Background: an optimization exercise with open tools, aiming at small area. Do not read the settings as production practice.
Function was checked by simulation only, so behaviour that the tests miss may differ from the original.

$ cat design/flow/run.sh
#!/bin/bash
# synth_recipe.tcl (not shown) runs the flow's synth.tcl, then flattens the netlist and writes it again
# the make line also repeats each setting of config.mk as NAME=value (left out here)
make -C /OpenROAD-flow-scripts/flow DESIGN_CONFIG=/design/flow/config.mk WORK_HOME=/design/flow/orfs CLKGATE_MAP_FILE= SYNTH_SCRIPT=/design/flow/synth_recipe.tcl finish
$ cat design/flow/config.mk
export PLATFORM = sky130hd
export DESIGN_NAME = cordic_pipeline_top
export DESIGN_NICKNAME = cordic_pipeline_top
export VERILOG_FILES = /design/flow/design.v
export SDC_FILE = /design/flow/constraint.sdc
export NUM_CORES = 4
export LEC_CHECK = 0
export CAP_MARGIN = 20
export CORE_MARGIN = 2
export CORE_UTILIZATION = 40
export SLEW_MARGIN = 20
$ cat design/flow/constraint.sdc
create_clock -name core_clock -period 8.0 [get_ports {clk}]
set_input_delay 1.6000 -clock core_clock [delete_from_list [all_inputs] [get_ports {clk}]]
set_output_delay 1.6000 -clock core_clock [all_outputs]
set_load 0.01 [all_outputs]
$ cat design/flow/design.v
module add16_sk(
    input [15:0] a,
    input [15:0] b,
    input ci,
    output [15:0] s
);
wire [15:0] p = a ^ b;
wire [15:0] g = a & b;
wire G0_0 = g[0] | (p[0] & ci);
wire Gn1 = g[1] | (p[1] & G0_0);
wire Gn2 = g[3] | (p[3] & g[2]);
wire Pn2 = p[3] & p[2];
wire Gn3 = g[5] | (p[5] & g[4]);
wire Pn3 = p[5] & p[4];
wire Gn4 = g[7] | (p[7] & g[6]);
wire Pn4 = p[7] & p[6];
wire Gn5 = g[9] | (p[9] & g[8]);
wire Pn5 = p[9] & p[8];
wire Gn6 = g[11] | (p[11] & g[10]);
wire Pn6 = p[11] & p[10];
wire Gn7 = g[13] | (p[13] & g[12]);
wire Pn7 = p[13] & p[12];
wire Gn8 = g[15] | (p[15] & g[14]);
wire Pn8 = p[15] & p[14];
wire Gn9 = g[2] | (p[2] & Gn1);
wire Gn10 = Gn2 | (Pn2 & Gn1);
wire Gn11 = g[6] | (p[6] & Gn3);
wire Pn11 = p[6] & Pn3;
wire Gn12 = Gn4 | (Pn4 & Gn3);
wire Pn12 = Pn4 & Pn3;
wire Gn13 = g[10] | (p[10] & Gn5);
wire Pn13 = p[10] & Pn5;
wire Gn14 = Gn6 | (Pn6 & Gn5);
wire Pn14 = Pn6 & Pn5;
wire Gn15 = g[14] | (p[14] & Gn7);
wire Pn15 = p[14] & Pn7;
wire Gn16 = Gn8 | (Pn8 & Gn7);
wire Pn16 = Pn8 & Pn7;
wire Gn17 = g[4] | (p[4] & Gn10);
wire Gn18 = Gn3 | (Pn3 & Gn10);
wire Gn19 = Gn11 | (Pn11 & Gn10);
wire Gn20 = Gn12 | (Pn12 & Gn10);
wire Gn21 = g[12] | (p[12] & Gn14);
wire Pn21 = p[12] & Pn14;
wire Gn22 = Gn7 | (Pn7 & Gn14);
wire Pn22 = Pn7 & Pn14;
wire Gn23 = Gn15 | (Pn15 & Gn14);
wire Pn23 = Pn15 & Pn14;
wire Gn24 = Gn16 | (Pn16 & Gn14);
wire Pn24 = Pn16 & Pn14;
wire Gn25 = g[8] | (p[8] & Gn20);
wire Gn26 = Gn5 | (Pn5 & Gn20);
wire Gn27 = Gn13 | (Pn13 & Gn20);
wire Gn28 = Gn14 | (Pn14 & Gn20);
wire Gn29 = Gn21 | (Pn21 & Gn20);
wire Gn30 = Gn22 | (Pn22 & Gn20);
wire Gn31 = Gn23 | (Pn23 & Gn20);
wire Gn32 = Gn24 | (Pn24 & Gn20);
wire [15:0] c;
assign c[0] = ci;
assign c[1] = G0_0;
assign c[2] = Gn1;
assign c[3] = Gn9;
assign c[4] = Gn10;
assign c[5] = Gn17;
assign c[6] = Gn18;
assign c[7] = Gn19;
assign c[8] = Gn20;
assign c[9] = Gn25;
assign c[10] = Gn26;
assign c[11] = Gn27;
assign c[12] = Gn28;
assign c[13] = Gn29;
assign c[14] = Gn30;
assign c[15] = Gn31;
assign s = p ^ c;
endmodule
module cordic_pipeline_top(
    input clk,
    input rst_n,
    input en,
    input mode,
    input [15:0] xi,
    input [15:0] yi,
    input [15:0] zi,
    output [15:0] xo,
    output [15:0] yo,
    output [15:0] zo,
    output valid
);
reg [6:0] valid_r;
always @(posedge clk or negedge rst_n)
    if (!rst_n) valid_r <= 7'b0;
    else valid_r <= {valid_r[5:0], en};
assign valid = valid_r[6];
wire d0 = mode ? yi[15] : ~zi[15];
wire [15:0] x1, y1;
add16_sk ux0(.a(xi), .b(yi ^ {16{d0}}), .ci(d0), .s(x1));
add16_sk uy0(.a(yi), .b(xi ^ {16{~d0}}), .ci(~d0), .s(y1));
wire [15:0] z1;
add16_sk uz0(.a(zi), .b(16'h3244 ^ {16{d0}}), .ci(d0), .s(z1));
reg [15:0] xr0, yr0, zr0;
reg mr0;
always @(posedge clk) begin
    xr0 <= x1;
    yr0 <= y1;
    zr0 <= z1;
    mr0 <= mode;
end
wire d1 = mr0 ? yr0[15] : ~zr0[15];
wire [15:0] x2, y2;
add16_sk ux1(.a(xr0), .b({{1{yr0[15]}}, yr0[15:1]} ^ {16{d1}}), .ci(d1), .s(x2));
add16_sk uy1(.a(yr0), .b({{1{xr0[15]}}, xr0[15:1]} ^ {16{~d1}}), .ci(~d1), .s(y2));
wire [15:0] z2;
add16_sk uz1(.a(zr0), .b(16'h1DAC ^ {16{d1}}), .ci(d1), .s(z2));
wire d2 = mr0 ? y2[15] : ~z2[15];
wire [15:0] x3, y3;
add16_sk ux2(.a(x2), .b({{2{y2[15]}}, y2[15:2]} ^ {16{d2}}), .ci(d2), .s(x3));
add16_sk uy2(.a(y2), .b({{2{x2[15]}}, x2[15:2]} ^ {16{~d2}}), .ci(~d2), .s(y3));
wire [15:0] z3;
add16_sk uz2(.a(z2), .b(16'h0FAE ^ {16{d2}}), .ci(d2), .s(z3));
reg [15:0] xr1, yr1, zr1;
reg mr1;
always @(posedge clk) begin
    xr1 <= x3;
    yr1 <= y3;
    zr1 <= z3;
    mr1 <= mr0;
end
wire d3 = mr1 ? yr1[15] : ~zr1[15];
wire [15:0] x4, y4;
add16_sk ux3(.a(xr1), .b({{3{yr1[15]}}, yr1[15:3]} ^ {16{d3}}), .ci(d3), .s(x4));
add16_sk uy3(.a(yr1), .b({{3{xr1[15]}}, xr1[15:3]} ^ {16{~d3}}), .ci(~d3), .s(y4));
wire [15:0] z4;
add16_sk uz3(.a(zr1), .b(16'h07F5 ^ {16{d3}}), .ci(d3), .s(z4));
wire d4 = mr1 ? y4[15] : ~z4[15];
wire [15:0] x5, y5;
add16_sk ux4(.a(x4), .b({{4{y4[15]}}, y4[15:4]} ^ {16{d4}}), .ci(d4), .s(x5));
add16_sk uy4(.a(y4), .b({{4{x4[15]}}, x4[15:4]} ^ {16{~d4}}), .ci(~d4), .s(y5));
wire [15:0] z5;
add16_sk uz4(.a(z4), .b(16'h03FF ^ {16{d4}}), .ci(d4), .s(z5));
reg [15:0] xr2, yr2, zr2;
reg mr2;
always @(posedge clk) begin
    xr2 <= x5;
    yr2 <= y5;
    zr2 <= z5;
    mr2 <= mr1;
end
wire zin5 = (zr2[15:9] == {7{1'b0}}) | (zr2[15:9] == {7{1'b1}});   
wire d5 = mr2 ? yr2[15] : ~zr2[15];
wire [15:0] x6, y6;
add16_sk ux5(.a(xr2), .b({{5{yr2[15]}}, yr2[15:5]} ^ {16{d5}}), .ci(d5), .s(x6));
add16_sk uy5(.a(yr2), .b({{5{xr2[15]}}, xr2[15:5]} ^ {16{~d5}}), .ci(~d5), .s(y6));
wire d6 = mr2 ? y6[15] : (zin5 ? zr2[9] : ~zr2[15]);
wire [15:0] x7, y7;
add16_sk ux6(.a(x6), .b({{6{y6[15]}}, y6[15:6]} ^ {16{d6}}), .ci(d6), .s(x7));
add16_sk uy6(.a(y6), .b({{6{x6[15]}}, x6[15:6]} ^ {16{~d6}}), .ci(~d6), .s(y7));
wire [15:0] zk3 = 16'd768 - ({14'b0, {d5, d6}} << 9);
wire [15:0] zs3;
add16_sk uzs3(.a(zr2), .b(zk3), .ci(1'b0), .s(zs3));
reg [15:0] xr3, yr3, zr3;
reg mr3;
always @(posedge clk) begin
    xr3 <= x7;
    yr3 <= y7;
    zr3 <= zs3;
    mr3 <= mr2;
end
wire zin7 = (zr3[15:7] == {9{1'b0}}) | (zr3[15:7] == {9{1'b1}});   
wire d7 = mr3 ? yr3[15] : ~zr3[15];
wire [15:0] x8, y8;
add16_sk ux7(.a(xr3), .b({{7{yr3[15]}}, yr3[15:7]} ^ {16{d7}}), .ci(d7), .s(x8));
add16_sk uy7(.a(yr3), .b({{7{xr3[15]}}, xr3[15:7]} ^ {16{~d7}}), .ci(~d7), .s(y8));
wire d8 = mr3 ? y8[15] : (zin7 ? zr3[7] : ~zr3[15]);
wire [15:0] x9, y9;
add16_sk ux8(.a(x8), .b({{8{y8[15]}}, y8[15:8]} ^ {16{d8}}), .ci(d8), .s(x9));
add16_sk uy8(.a(y8), .b({{8{x8[15]}}, x8[15:8]} ^ {16{~d8}}), .ci(~d8), .s(y9));
wire [15:0] zk4 = 16'd192 - ({14'b0, {d7, d8}} << 7);
wire [15:0] zs4;
add16_sk uzs4(.a(zr3), .b(zk4), .ci(1'b0), .s(zs4));
reg [15:0] xr4, yr4, zr4;
reg mr4;
always @(posedge clk) begin
    xr4 <= x9;
    yr4 <= y9;
    zr4 <= zs4;
    mr4 <= mr3;
end
wire zin9 = (zr4[15:5] == {11{1'b0}}) | (zr4[15:5] == {11{1'b1}});   
wire d9 = mr4 ? yr4[15] : ~zr4[15];
wire [15:0] x10, y10;
add16_sk ux9(.a(xr4), .b({{9{yr4[15]}}, yr4[15:9]} ^ {16{d9}}), .ci(d9), .s(x10));
add16_sk uy9(.a(yr4), .b({{9{xr4[15]}}, xr4[15:9]} ^ {16{~d9}}), .ci(~d9), .s(y10));
wire d10 = mr4 ? y10[15] : (zin9 ? zr4[5] : ~zr4[15]);
wire [15:0] x11, y11;
add16_sk ux10(.a(x10), .b({{10{y10[15]}}, y10[15:10]} ^ {16{d10}}), .ci(d10), .s(x11));
add16_sk uy10(.a(y10), .b({{10{x10[15]}}, x10[15:10]} ^ {16{~d10}}), .ci(~d10), .s(y11));
wire [15:0] zk5 = 16'd48 - ({14'b0, {d9, d10}} << 5);
wire [15:0] zs5;
add16_sk uzs5(.a(zr4), .b(zk5), .ci(1'b0), .s(zs5));
reg [15:0] xr5, yr5, zr5;
reg mr5;
always @(posedge clk) begin
    xr5 <= x11;
    yr5 <= y11;
    zr5 <= zs5;
    mr5 <= mr4;
end
wire zin11 = (zr5[15:3] == {13{1'b0}}) | (zr5[15:3] == {13{1'b1}});   
wire d11 = mr5 ? yr5[15] : ~zr5[15];
wire [15:0] x12, y12;
add16_sk ux11(.a(xr5), .b({{11{yr5[15]}}, yr5[15:11]} ^ {16{d11}}), .ci(d11), .s(x12));
add16_sk uy11(.a(yr5), .b({{11{xr5[15]}}, xr5[15:11]} ^ {16{~d11}}), .ci(~d11), .s(y12));
wire d12 = mr5 ? y12[15] : (zin11 ? zr5[3] : ~zr5[15]);
wire [15:0] x13, y13;
add16_sk ux12(.a(x12), .b({{12{y12[15]}}, y12[15:12]} ^ {16{d12}}), .ci(d12), .s(x13));
add16_sk uy12(.a(y12), .b({{12{x12[15]}}, x12[15:12]} ^ {16{~d12}}), .ci(~d12), .s(y13));
wire [15:0] zk6 = 16'd12 - ({14'b0, {d11, d12}} << 3);
wire [15:0] zs6;
add16_sk uzs6(.a(zr5), .b(zk6), .ci(1'b0), .s(zs6));
reg [15:0] xr6, yr6, zr6;
reg mr6;
always @(posedge clk) begin
    xr6 <= x13;
    yr6 <= y13;
    zr6 <= zs6;
    mr6 <= mr5;
end
wire zin13 = (zr6[15:1] == {15{1'b0}}) | (zr6[15:1] == {15{1'b1}});   
wire d13 = mr6 ? yr6[15] : ~zr6[15];
wire [15:0] x14, y14;
add16_sk ux13(.a(xr6), .b({{13{yr6[15]}}, yr6[15:13]} ^ {16{d13}}), .ci(d13), .s(x14));
add16_sk uy13(.a(yr6), .b({{13{xr6[15]}}, xr6[15:13]} ^ {16{~d13}}), .ci(~d13), .s(y14));
wire d14 = mr6 ? y14[15] : (zin13 ? zr6[1] : ~zr6[15]);
wire [15:0] x15, y15;
add16_sk ux14(.a(x14), .b({{14{y14[15]}}, y14[15:14]} ^ {16{d14}}), .ci(d14), .s(x15));
add16_sk uy14(.a(y14), .b({{14{x14[15]}}, x14[15:14]} ^ {16{~d14}}), .ci(~d14), .s(y15));
wire [15:0] zk7 = 16'd3 - ({14'b0, {d13, d14}} << 1);
wire [15:0] zs7;
add16_sk uzs7(.a(zr6), .b(zk7), .ci(1'b0), .s(zs7));
assign xo = x15;
assign yo = y15;
assign zo = zs7;
endmodule
==> run notes <==
==> kinds of logic (layout without fill, tap and decap cells) <==
family / count (synthesis) / after routing
and+or+nand+nor: 708 / 708
muxes: 37 / 37
DFF: 349 / 349
AOI/OAI and AO/OA: 761 / 761
buffers and inverters: 256 / 399
xor gates and xnor gates: 707 / 707
adders and majority gates: 555 / 555
==> synthesized netlist by cell type, types with 42 or more instances <==
cell type,number,share of area (%)
a21o_1,120,2.9
xor2_1,220,6.2
o21ai_0,122,2.0
ha_1,426,17
a21oi_1,192,3.1
inv_1,161,1.9
clkbuf_1,57,0.69
xnor2_1,485,14
nand2_1,121,1.5
o21a_1,73,1.8
nor3_1,107,1.7
fa_1,116,7.5
nand3_1,42,0.68
dfxtp_1,342,22
nor2_1,207,2.5
==> layout by cell type, fill, tap and decap left out, drive strengths merged, types with 21 or more instances in the layout <==
cell,count
clkdlybuf4s50,97
fa,116
a31oi,35
clkbuf,53
o21a,74
nand4,35
o21ai,136
nand3,42
buf,53
nand2,121
o21bai,31
inv,174
nand2b,33
xnor2,485
a21o,120
and2,29
a21oi,196
mux2i,27
nor3,108
nor4,22
nor2,208
xor2,221
ha,426
nor2b,32
or3,21
dfxtp,342
==> layout make-up <==
cell class | count | share of cell area, %
clock buffers | 53 | 3.385
inverters | 171 | 1.848
clock inverters | 22 | 0.7864
flip-flops and latches | 349 | 20.08
repair buffers | 153 | 4.018
well taps | 1040 | 3.718
multi-input cells | 2768 | 66.17
==> worst reg2reg max path: cells and delay by family, from the launching register on <==
kind,cells,cell delay (ns)
AO/OA/AOI/OAI,20,4.09
AND/OR/NAND/NOR,6,1.19
adder cells (fa/ha/maj),3,1.15
flip-flops,1,0.37
buffers and inverters,1,0.25
XOR/XNOR,1,0.14
==> state kept, by name, indices dropped and copies added, names as in the netlist, 16 cells and up <==
| signal | count |
|---|---|
| xr1 | 16 |
| xr2 | 16 |
| xr3 | 16 |
| xr4 | 16 |
| xr5 | 16 |
| xr6 | 16 |
| yr0 | 16 |
| yr1 | 16 |
| yr2 | 16 |
| yr3 | 16 |
| yr4 | 16 |
| yr5 | 16 |
| yr6 | 16 |
| zr0 | 16 |
| zr1 | 16 |
| zr2 | 16 |
| zr3 | 16 |
| zr4 | 16 |
| zr5 | 16 |
| zr6 | 16 |
==> how the worst max path moves through the flow <==
stage,endpoint,slack (ns),cells after the start
global route,yo[15],-0.02,22
global placement,xo[13],0.45,22
finish,xo[15],0.34,22
CTS,xo[13],0.01,22
detailed placement,xo[13],0.29,22
floorplan,yo[14],0.15,26
==> repair_timing <==
| action | in CTS | in global routing |
|---|---|---|
| pin swaps | 3 | 12 |
| resized for setup | 9 | 24 |
| setup endpoints to repair | 10 | 23 |
| setup buffers | 2 | 6 |
==> through the flow <==
stage               instances  area (um^2)
global route             4556        35000
finish                   4556        35000
global placement         4473        33330
floorplan                3373        31000
CTS                      4550        34850
detailed placement       4473        33330
==> routing by layer <==
metal | track usage [%] | wire, um | vias up
met5 | 0 | 0 | -
met4 | 5.142 | 1844 | 0
met3 | 1.809 | 1558 | 93
met2 | 29.61 | 31020 | 226
met1 | 19.64 | 28970 | 10490
li1 | - | - | 12080
==> results.cfg <==
[cts]
cts_tree = yes
h-tree-depth = 2
clk_path_buf_depth = 3
clkTransAtPathRegs_ns = 0.06
numCtsBuffers = 43
numClockSinks = 349
cts-root-buf = clkbuf_16
postCtsHoldBufs = 0
clock_latency_ns = 0.57

[worst_hold_path]
min_from = zr2[3]
hold_end = zr3[3]
hold_class = register to register
whs_path_depth = 0

[placement]
gp_congestion = 0.8547
io_buffer_count = 100
pre_cts_slack_ns = 0.2866
hpwlAfterDp_um = 52560

[routing]
ant_nets = 0
viasPerCell = 5.023
routed_wl_um = 63390
num_vias = 22890
dr.pass1.iters = 5
wl_per_cell_um = 13.91
drc_errors = 0
dr.first_iter.drc_count = 679

[yosys]
yosys.area_share.simple_pct = 11.34
yosysSeqAreaShare_pct = 22.65
synth_cells = 3373
netlist_area_um2 = 31000
synth_nets = 3967
synth_edf_count = 0
syn_area_per_cell_um2 = 9.191
async_flop_share_pct = 2.006
ys_ff_latch = 349
synth-compound-area-share_pct = 16.43
synthXorXnorAreaFrac_pct = 20.05
synth_ff_type = dfxtp_1
synth-warning-count = 1
synth_top_family_by_area = adder cells
synth_mux_area_share_pct = 1.247
synth.distinct_cells = 102
synth_fa_ha_area_share_pct = 25.10

[floorplanning]
die_h_um = 282.4
ios = 101
fp.dieArea_um2 = 79740
die_w_um = 282.4
rows = 102
core_um2 = 77080
start_util_pct = 40.22

[sta]
holdWs_ns = 0.3209
skew_ns = 0.01747
finalSetupViolCount = 0
fin_crit_sh_pct = 95.72
worst_slack_ns = 0.3421
slew_viol_final = 0
finalHoldViolCount = 0
finalSetupTns_ns = 0
worst_pin_slew_ns = 1.089
fmax_ghz = 0.1306
maxSlewHeadroom_pct = 26.48
finalCriticalPeriod_ns = 7.658

[global_routing]
grt_pass1_wl_um = 108000
grt_usage_pct = 16.17
grt_pass1_vias = 22750
globalRouteOverflowTotal = 0
grt_max_degree = 41
antenna_found_initial = 0

[run]
drv_cap = 0

[layout]
final_net_count = 4080
drive_above_1_share_pct = 6.086
n_fill_cell = 7528
num_antenna_cells = 0
seq_area_um2 = 7028
multi_input_area_um2 = 23160
final_util_pct = 45.41
syn_to_final_growth_pct = 12.90

[worst_setup_path]
startpoint_type = register
cp_slowest_cell = or4_1
r2r_end = xr1[15]
path_cells = nand2_1 > o21ai_4 > xnor2_1 > buf_4 > ha_1 > or4_1 > o21ai_4 > o21ai_1 > and2_2 > xnor2_1 > a21oi_2 > mux2i_1 > fa_2 > o21a_1 > o211ai_1 > o2111ai_4 > o41ai_2 > nand2_1 > a21oi_4 > mux2i_1 > xnor2_1 > clkdlybuf4s50_1
max_stage_delay_ns = 0.58
cp_common_cell = xnor2_1
critPathRequiredTime_ns = 6.40
critPathMaxFanout = 17
cpLargestDelayFamily = compound AO/OA/AOI/OAI gates
r2r_cells = 31
critPathLaunch = yr6[15]
cp_num_buf_inv = 2
regToRegSetupSlack_ns = 0.69
r2r_start = mr0
endpoint_kind = primary output
path_class = register to primary output
arrival_ns = 6.06

[outcome]
status = finished clean

==> re-timing with driven ports <==
Ports are ideal in the flow. The routed layout listed here was re-timed in OpenROAD.
Step 1, drivers: a clkbuf_16 drives clk and a buf_2 each remaining input, both assumed.
Step 2 moves the port delays by t, midway between the first and last clock arrival at a register: inputs arrive t later, outputs are due t later. That takes back most of the time a late clock gives input paths.
Slacks: ideal / step 1 / step 2; pairs: ideal / step 1.
shift t [ns]: 0.620
setup slack, ns: 0.342 / 0.281 / 0.687
hold WS [ns]: 0.321 / 0.321 / 0.321
clock arrival spread, ns: 0.018 / 0.018
After both steps this run still meets setup and hold. The setup slack of this run moves by -0.061 ns with the drivers and by +0.345 ns with both steps.
